This is an optimization exercise on Yosys and OpenROAD, whose aim is small area, not a production implementation.
RTL that was checked went through simulation tests only; none was proved equivalent to the original.
The clock input has no modelled driver; a real chip could not lean on it and would need a root buffer or a full tree.

==> v37: inputs <==
// top_level
module top_level
# (parameter width = 2)
(
    input clk,
    input rst_n,
    input botao1,
    input botao2,
    output logic [width - 1:0] LED,
    output logic [6:0] digito1, digito2, digito3
);
==> module top_level, before the edit <==
module top_level
# (parameter width = 2)
(
    input clk,
    input rst_n,
    input botao1,
    input botao2,
    output logic [width - 1:0] LED,
    output logic [6:0] digito1, digito2, digito3
);
logic [14:0] s;
logic [1:0] st;
logic [4:0] kd;
logic [16:0] c;
logic led;
wire fresh = st == 2'b11;
wire z14 = s[13:0] == 14'd0;
wire sec = z14 & ~s[14] & ~fresh;
wire dec = sec & botao1 & ~botao2 & (kd >= 5'd3);
wire inc = sec & botao2 & ~botao1 & (kd <= 5'd22);
logic [16:0] lim;
always_comb
    case (kd)
        5'd2:  lim = 17'd98303;
        5'd3:  lim = 17'd65535;
        5'd4:  lim = 17'd49151;
        5'd5:  lim = 17'd39321;
        5'd6:  lim = 17'd32767;
        5'd7:  lim = 17'd28086;
        5'd8:  lim = 17'd24575;
        5'd9:  lim = 17'd21845;
        5'd10: lim = 17'd19660;
        5'd11: lim = 17'd17873;
        5'd12: lim = 17'd16383;
        5'd13: lim = 17'd15123;
        5'd14: lim = 17'd14043;
        5'd15: lim = 17'd13107;
        5'd16: lim = 17'd12287;
        5'd17: lim = 17'd11565;
        5'd18: lim = 17'd10922;
        5'd19: lim = 17'd10347;
        5'd20: lim = 17'd9830;
        5'd21: lim = 17'd9362;
        5'd22: lim = 17'd8936;
        5'd23: lim = 17'd8548;
        default: lim = 17'd0;
    endcase
logic wrap;
logic [16:0] cinc;
always_comb begin
    wrap = 1'b1;
    for (int i = 0; i < 17; i++)
        wrap = (c[i] == lim[i]) ? wrap : c[i];
    for (int i = 0; i < 17; i++)
        cinc[i] = c[i] ^ (&(c | ~((17'd1 << i) - 17'd1)));
end
always_ff @(posedge clk)
    c <= (wrap | fresh | ~rst_n) ? 17'd0 : cinc;
always_ff @(posedge clk or negedge rst_n)
begin
    if (~rst_n) begin
        s <= 15'd0;
        st <= 2'b11;
        kd <= 5'd6;
        led <= 1'b0;
    end else begin
        s <= {s[13:0], s[14] ^ s[13] ^ z14};
        st <= {dec, inc};
        if (st == 2'b01) kd <= kd + 5'd1;
        else if (st == 2'b10) kd <= kd - 5'd1;
        if (wrap) led <= ~led;
    end
end
assign LED = {led, ~led};
logic [3:0] t;
always_comb begin
    if (kd >= 5'd20) begin
        digito1 = 7'b0100100;
        t = kd - 5'd20;
    end else if (kd >= 5'd10) begin
        digito1 = 7'b1111001;
        t = kd - 5'd10;
    end else begin
        digito1 = 7'b1000000;
        t = kd[3:0];
    end
    case (t)
        4'd0: digito2 = 7'b1000000;
        4'd1: digito2 = 7'b1111001;
        4'd2: digito2 = 7'b0100100;
        4'd3: digito2 = 7'b0110000;
        4'd4: digito2 = 7'b0011001;
        4'd5: digito2 = 7'b0010010;
        4'd6: digito2 = 7'b0000010;
        4'd7: digito2 = 7'b1111000;
        4'd8: digito2 = 7'b0000000;
        4'd9: digito2 = 7'b0010000;
        default: digito2 = 7'b0000000;
    endcase
end
assign digito3 = 7'b1000000;
endmodule
export LEC_CHECK = 0
export CAP_MARGIN = 20
export CORE_MARGIN = 2
export CORE_UTILIZATION = 40
export CTS_BUF_LIST = sky130_fd_sc_hd__clkbuf_4 sky130_fd_sc_hd__clkbuf_8
export PLACE_DENSITY = 0.6
export SLEW_MARGIN = 20
create_clock -name core_clock -period 100.0 [get_ports {clk}]
standard.sh (not shown) runs the stock make flow with config.mk's settings and CLKGATE_MAP_FILE= SYNTH_SCRIPT=/design/flow/synth_recipe.tcl, a recipe that flattens the netlist after the stock synthesis.
==> flow/flow/run.sh <==
#!/bin/bash
# Own layout flow: the standard ORFS flow (standard.sh), with
#  - synthesis: the same script (synth_recipe.tcl), but ABC maps with an
#    area-oriented script (abc_area.script here) and full adders are not
#    extracted first, so ABC sees all of the logic; registers are unchanged;
#  - port buffers: the smallest buffer cell;
#  - tie cells: not duplicated per load;
#  - clock tree: one clock buffer for all registers (own_cts.tcl).
# Each tool's output goes to a log file of its own in this folder.
set -euo pipefail
W=$(pwd)
rm -rf "$W/scripts_own"
cp -r "$FLOW_HOME/scripts" "$W/scripts_own"
cp "$W/flow/abc_area.script" "$W/scripts_own/abc_area.script"
sed -i 's|^log_cmd clock_tree_synthesis .*|source $::env(OWN_CTS_TCL)|' "$W/scripts_own/cts.tcl"
grep -q OWN_CTS_TCL "$W/scripts_own/cts.tcl"
V=(SCRIPTS_DIR="$W/scripts_own" ABC_AREA=1 ADDER_MAP_FILE=
   "BUFFER_PORTS_ARGS=-buffer_cell sky130_fd_sc_hd__buf_1"
   SKIP_REPAIR_TIE_FANOUT=1
   OWN_CTS_TCL="$W/flow/own_cts.tcl" OWN_CLK_BUF=sky130_fd_sc_hd__clkbuf_8 OWN_CLK_NBUF=2)
bash standard.sh "${V[@]}" synth > "$W/log_synth.txt" 2>&1
bash standard.sh "${V[@]}" finish > "$W/log_layout.txt" 2>&1
==> flow/flow/abc_area.script <==
strash
&get -n
&st
&dch
&nf -R 1000
&put
strash
&get -n
&st
&dch
&nf -R 1000
&put
topo
==> flow/flow/own_cts.tcl <==
# Clock tree: OWN_CLK_NBUF clock buffers of type OWN_CLK_BUF, one per group of
# registers (the groups split the registers left to right), each placed at
# the centre of its group; the clock port drives only these buffers.
set block [ord::get_db_block]
set dbu [$block getDbUnitsPerMicron]
set sinks {}
foreach it [[$block findNet clk] getITerms] {
  set bb [[$it getInst] getBBox]
  lappend sinks [list [expr {([$bb xMin] + [$bb xMax]) / 2.0 / $dbu}] \
                      [expr {([$bb yMin] + [$bb yMax]) / 2.0 / $dbu}] \
                      [[$it getInst] getName]/[[$it getMTerm] getName]]
}
set sinks [lsort -real -index 0 $sinks]
set nbuf $::env(OWN_CLK_NBUF)
set n [llength $sinks]
for {set g 0} {$g < $nbuf} {incr g} {
  set part [lrange $sinks [expr {$g * $n / $nbuf}] [expr {($g + 1) * $n / $nbuf - 1}]]
  set sx 0
  set sy 0
  set pins {}
  foreach s $part {
    set sx [expr {$sx + [lindex $s 0]}]
    set sy [expr {$sy + [lindex $s 1]}]
    lappend pins [get_pins [lindex $s 2]]
  }
  set cx [expr {$sx / [llength $part]}]
  set cy [expr {$sy / [llength $part]}]
  puts "own clock buffer $g: $::env(OWN_CLK_BUF) for [llength $part] sinks at ($cx, $cy)"
  insert_buffer -buffer_cell $::env(OWN_CLK_BUF) -net clk -load_pins $pins \
    -location [list $cx $cy] -buffer_name clkbuf_own$g -net_name clknet_own$g
}
set_propagated_clock [all_clocks]
==> v36 (differences from v37) <==
--- a/flow/design.v
+++ b/flow/design.v
@@ -12,15 +12,16 @@
 logic [14:0] s;
 logic [1:0] st;
-logic [4:0] kd;
-logic [16:0] c;
+logic [4:0] k;
+logic [16:0] b;
 logic led;
 wire fresh = st == 2'b11;
 wire z14 = s[13:0] == 14'd0;
 wire sec = z14 & ~s[14] & ~fresh;
-wire dec = sec & botao1 & ~botao2 & (kd >= 5'd3);
-wire inc = sec & botao2 & ~botao1 & (kd <= 5'd22);
+wire beat = (b == 17'd0) & ~fresh;
+wire dec = sec & botao1 & ~botao2 & (k >= 5'd3);
+wire inc = sec & botao2 & ~botao1 & (k <= 5'd22);
 logic [16:0] lim;
 always_comb
-    case (kd)
+    case (k)
         5'd2:  lim = 17'd98303;
         5'd3:  lim = 17'd65535;
@@ -45,17 +46,15 @@
         5'd22: lim = 17'd8936;
         5'd23: lim = 17'd8548;
-        default: lim = 17'd0;
+        default: lim = 17'bx;
     endcase
 logic wrap;
-logic [16:0] cinc;
+logic [16:0] binc;
 always_comb begin
     wrap = 1'b1;
     for (int i = 0; i < 17; i++)
-        wrap = (c[i] == lim[i]) ? wrap : c[i];
+        wrap = (b[i] == lim[i]) ? wrap : b[i];
     for (int i = 0; i < 17; i++)
-        cinc[i] = c[i] ^ (&(c | ~((17'd1 << i) - 17'd1)));
+        binc[i] = b[i] ^ (&(b | ~((17'd1 << i) - 17'd1)));
 end
-always_ff @(posedge clk)
-    c <= (wrap | fresh | ~rst_n) ? 17'd0 : cinc;
 always_ff @(posedge clk or negedge rst_n)
 begin
@@ -63,26 +62,30 @@
         s <= 15'd0;
         st <= 2'b11;
-        kd <= 5'd6;
+        k <= 5'd6;
+        b <= 17'd0;
         led <= 1'b0;
     end else begin
         s <= {s[13:0], s[14] ^ s[13] ^ z14};
         st <= {dec, inc};
-        if (st == 2'b01) kd <= kd + 5'd1;
-        else if (st == 2'b10) kd <= kd - 5'd1;
-        if (wrap) led <= ~led;
+        if (dec) k <= k - 5'd1;
+        else if (inc) k <= k + 5'd1;
+        if (wrap) b <= 17'd0;
+        else b <= binc;
+        if (beat) led <= ~led;
     end
 end
 assign LED = {led, ~led};
+wire [4:0] kp = st == 2'b10 ? k + 5'd1 : st == 2'b01 ? k - 5'd1 : k;
 logic [3:0] t;
 always_comb begin
-    if (kd >= 5'd20) begin
+    if (kp >= 5'd20) begin
         digito1 = 7'b0100100;
-        t = kd - 5'd20;
-    end else if (kd >= 5'd10) begin
+        t = kp - 5'd20;
+    end else if (kp >= 5'd10) begin
         digito1 = 7'b1111001;
-        t = kd - 5'd10;
+        t = kp - 5'd10;
     end else begin
         digito1 = 7'b1000000;
-        t = kd[3:0];
+        t = kp[3:0];
     end
     case (t)
@@ -97,5 +100,5 @@
         4'd8: digito2 = 7'b0000000;
         4'd9: digito2 = 7'b0010000;
-        default: digito2 = 7'b0000000;
+        default: digito2 = 7'bx;
     endcase
 end
==> flow/run.sh (new file) <==
#!/bin/bash
# synth_recipe.tcl (not shown) runs the flow's synth.tcl, then flattens the netlist and writes it again
# the make line also repeats each setting of config.mk as NAME=value (left out here)
make -C /OpenROAD-flow-scripts/flow DESIGN_CONFIG=/design/flow/config.mk WORK_HOME=/design/flow/orfs CLKGATE_MAP_FILE= SYNTH_SCRIPT=/design/flow/synth_recipe.tcl finish
ABC_AREA = 1   (was default)
CTS_BUF_LIST = default   (was sky130_fd_sc_hd__clkbuf_4 sky130_fd_sc_hd__clkbuf_8)
removed: flow/flow/run.sh
removed: flow/flow/abc_area.script
removed: flow/flow/own_cts.tcl
removed: flow/standard.sh
==> v14 (differences from v37) <==
--- a/flow/design.v
+++ b/flow/design.v
@@ -10,7 +10,10 @@
     output logic [6:0] digito1, digito2, digito3
 );
-logic [14:0] s;
-logic [1:0] st;
-logic [4:0] kd;
+logic [14:0] q;
+wire [14:0] s = q ^ 15'h2aaa;
+logic [1:0] stn;
+wire [1:0] st = ~stn;
+logic [4:0] kq;
+wire [4:0] kd = kq ^ 5'd6;
 logic [16:0] c;
 logic led;
@@ -58,16 +61,16 @@
 always_ff @(posedge clk)
     c <= (wrap | fresh | ~rst_n) ? 17'd0 : cinc;
+always_ff @(posedge clk)
+    q <= (rst_n ? {s[13:0], s[14] ^ s[13] ^ z14} : 15'd0) ^ 15'h2aaa;
 always_ff @(posedge clk or negedge rst_n)
 begin
     if (~rst_n) begin
-        s <= 15'd0;
-        st <= 2'b11;
-        kd <= 5'd6;
+        stn <= 2'b00;
+        kq <= 5'd0;
         led <= 1'b0;
     end else begin
-        s <= {s[13:0], s[14] ^ s[13] ^ z14};
-        st <= {dec, inc};
-        if (st == 2'b01) kd <= kd + 5'd1;
-        else if (st == 2'b10) kd <= kd - 5'd1;
+        stn <= ~{dec, inc};
+        if (st == 2'b01) kq <= (kd + 5'd1) ^ 5'd6;
+        else if (st == 2'b10) kq <= (kd - 5'd1) ^ 5'd6;
         if (wrap) led <= ~led;
     end
==> flow/flow/run.sh (replaced) <==
#!/bin/bash
# Own layout flow: the standard ORFS flow (standard.sh), with
#  - synthesis: the same script (synth_recipe.tcl), but ABC maps with an
#    area-oriented script (abc_area.script here, with deepsyn) and full adders
#    are not extracted first, so ABC sees all of the logic; registers are
#    unchanged. Synthesis runs once per deepsyn seed in SEEDS, and the run with
#    the smallest cell area is laid out;
#  - port buffers: the smallest buffer cell;
#  - tie cells: not duplicated per load;
#  - clock tree: OWN_CLK_NBUF clock buffers, each driving a group of registers
#    (own_cts.tcl).
# Each tool's output goes to a log file of its own in this folder.
set -euo pipefail
W=$(pwd)
SEEDS="0 1 2 3"
V=(ABC_AREA=1 ADDER_MAP_FILE=
   "BUFFER_PORTS_ARGS=-buffer_cell sky130_fd_sc_hd__buf_1"
   SKIP_REPAIR_TIE_FANOUT=1
   OWN_CTS_TCL="$W/flow/own_cts.tcl" OWN_CLK_BUF=sky130_fd_sc_hd__clkbuf_8 OWN_CLK_NBUF=2)
for i in $SEEDS; do
  d="$W/syn_$i"
  rm -rf "$d"
  mkdir -p "$d"
  cp -r "$FLOW_HOME/scripts" "$d/scripts_own"
  sed "s/@SEED@/$i/" "$W/flow/abc_area.script" > "$d/scripts_own/abc_area.script"
  sed -i 's|^log_cmd clock_tree_synthesis .*|source $::env(OWN_CTS_TCL)|' "$d/scripts_own/cts.tcl"
  grep -q OWN_CTS_TCL "$d/scripts_own/cts.tcl"
  sed "s|$W/orfs|$d/orfs|g" "$W/standard.sh" > "$d/standard.sh"
done
for i in $SEEDS; do
  d="$W/syn_$i"
  bash "$d/standard.sh" SCRIPTS_DIR="$d/scripts_own" "${V[@]}" synth > "$W/log_synth_$i.txt" 2>&1 &
done
wait
best=""
best_area=""
for i in $SEEDS; do
  f="$W/syn_$i/orfs/reports/sky130hd/top_level/base/synth_stat.txt"
  [[ -f "$W/syn_$i/orfs/results/sky130hd/top_level/base/1_synth.odb" && -f "$f" ]] || continue
  a=$(awk '/Chip area for module/ {print $NF}' "$f")
  echo "seed $i: synthesis area $a" >> "$W/log_seeds.txt"
  if [[ -z "$best" ]] || awk -v a="$a" -v b="$best_area" 'BEGIN {exit !(a < b)}'; then
    best=$i
    best_area=$a
  fi
done
echo "laid out: seed $best" >> "$W/log_seeds.txt"
rm -rf "$W/orfs"
mv "$W/syn_$best/orfs" "$W/orfs"
bash standard.sh SCRIPTS_DIR="$W/syn_$best/scripts_own" "${V[@]}" finish > "$W/log_layout.txt" 2>&1
==> flow/flow/abc_area.script (replaced) <==
strash
&get -n
&deepsyn -T 90 -S @SEED@
&put
&get -n
&dch
&nf -R 1000
&put
strash
&get -n
&dch
&nf -R 1000
&put
topo
CTS_BUF_LIST = default   (was sky130_fd_sc_hd__clkbuf_4 sky130_fd_sc_hd__clkbuf_8)
==> comparison table <==
Core area: v14 0.00475 sq mm; v37 0.00511 sq mm; v36 0.00733 sq mm
Area growth from synthesis to final layout: v14 5.22%; v37 5.10%; v36 9.41%
Count of unique library cells instantiated by Yosys: v14 37; v37 40; v36 44
Share of post-route cells with drive strength above 1: v14 1.15%; v37 2.79%; v36 16.5%
Synth Instances: v14 250; v37 241; v36 402
Global Route Usage Sum: v14 14.9%; v37 14.1%; v36 16.4%
Vias after detailed routing: v14 1731; v37 1719; v36 2485
Finished Cell Area: v14 0.00209 sq mm; v37 0.00222 sq mm; v36 0.00336 sq mm
Status: v14 timing/DRC/antenna clean; v37 timing/DRC/antenna clean; v36 timing/DRC/antenna clean
Cell taking the most area after synthesis: v14 dfxtp_1; v37 dfrtp_1; v36 dfrtp_1
Final core area utilization: v14 44.1%; v37 43.4%; v36 45.8%
Most common cell in the synthesized netlist: v14 nor2_1; v37 nor2_1; v36 nand2_1
Register-to-register setup slack: v14 95.22 ns; v37 94.40 ns; v36 97.08 ns
Register cell area after layout: v14 841 sq um; v37 921 sq um; v36 0.00101 sq mm
Function not checked in v36: the RTL went through the layout flow alone. In v37 and v14 the design's own scripts or RTL, not TritonCTS, make the clock network.

[afterwards: timing with drivers on the ports]
Ports are ideal in the flow. The routed layouts listed here were re-timed in OpenROAD.
Step 1 assumes that a clkbuf_16 drives the clock port and a buf_2 every other input.
Step 2 moves the port delays by t, midway between the first and last clock arrival at a register: inputs arrive t later, outputs are due t later. That takes back most of the time a late clock gives input paths.
a / b / c = no drivers / after step 1 / after step 2; a / b = the first two.
| run | t, ns | setup WS [ns] | latest minus earliest clock arrival (ns) | worst slew at a driven data input, ns | cell pins on the clock port's net |
|---|---|---|---|---|---|
| v37 | 0.212 | 77.519 / 77.478 / 77.690 | 0.006 / 0.006 | 0.03 | 2 |
| v36 | 0.328 | 75.940 / 75.911 / 76.238 | 0.012 / 0.013 | 0.04 | 1 |
| v14 | 0.206 | 77.489 / 77.451 / 77.658 | 0.004 / 0.005 | 0.03 | 2 |
After both steps setup and hold are still met in every run listed.
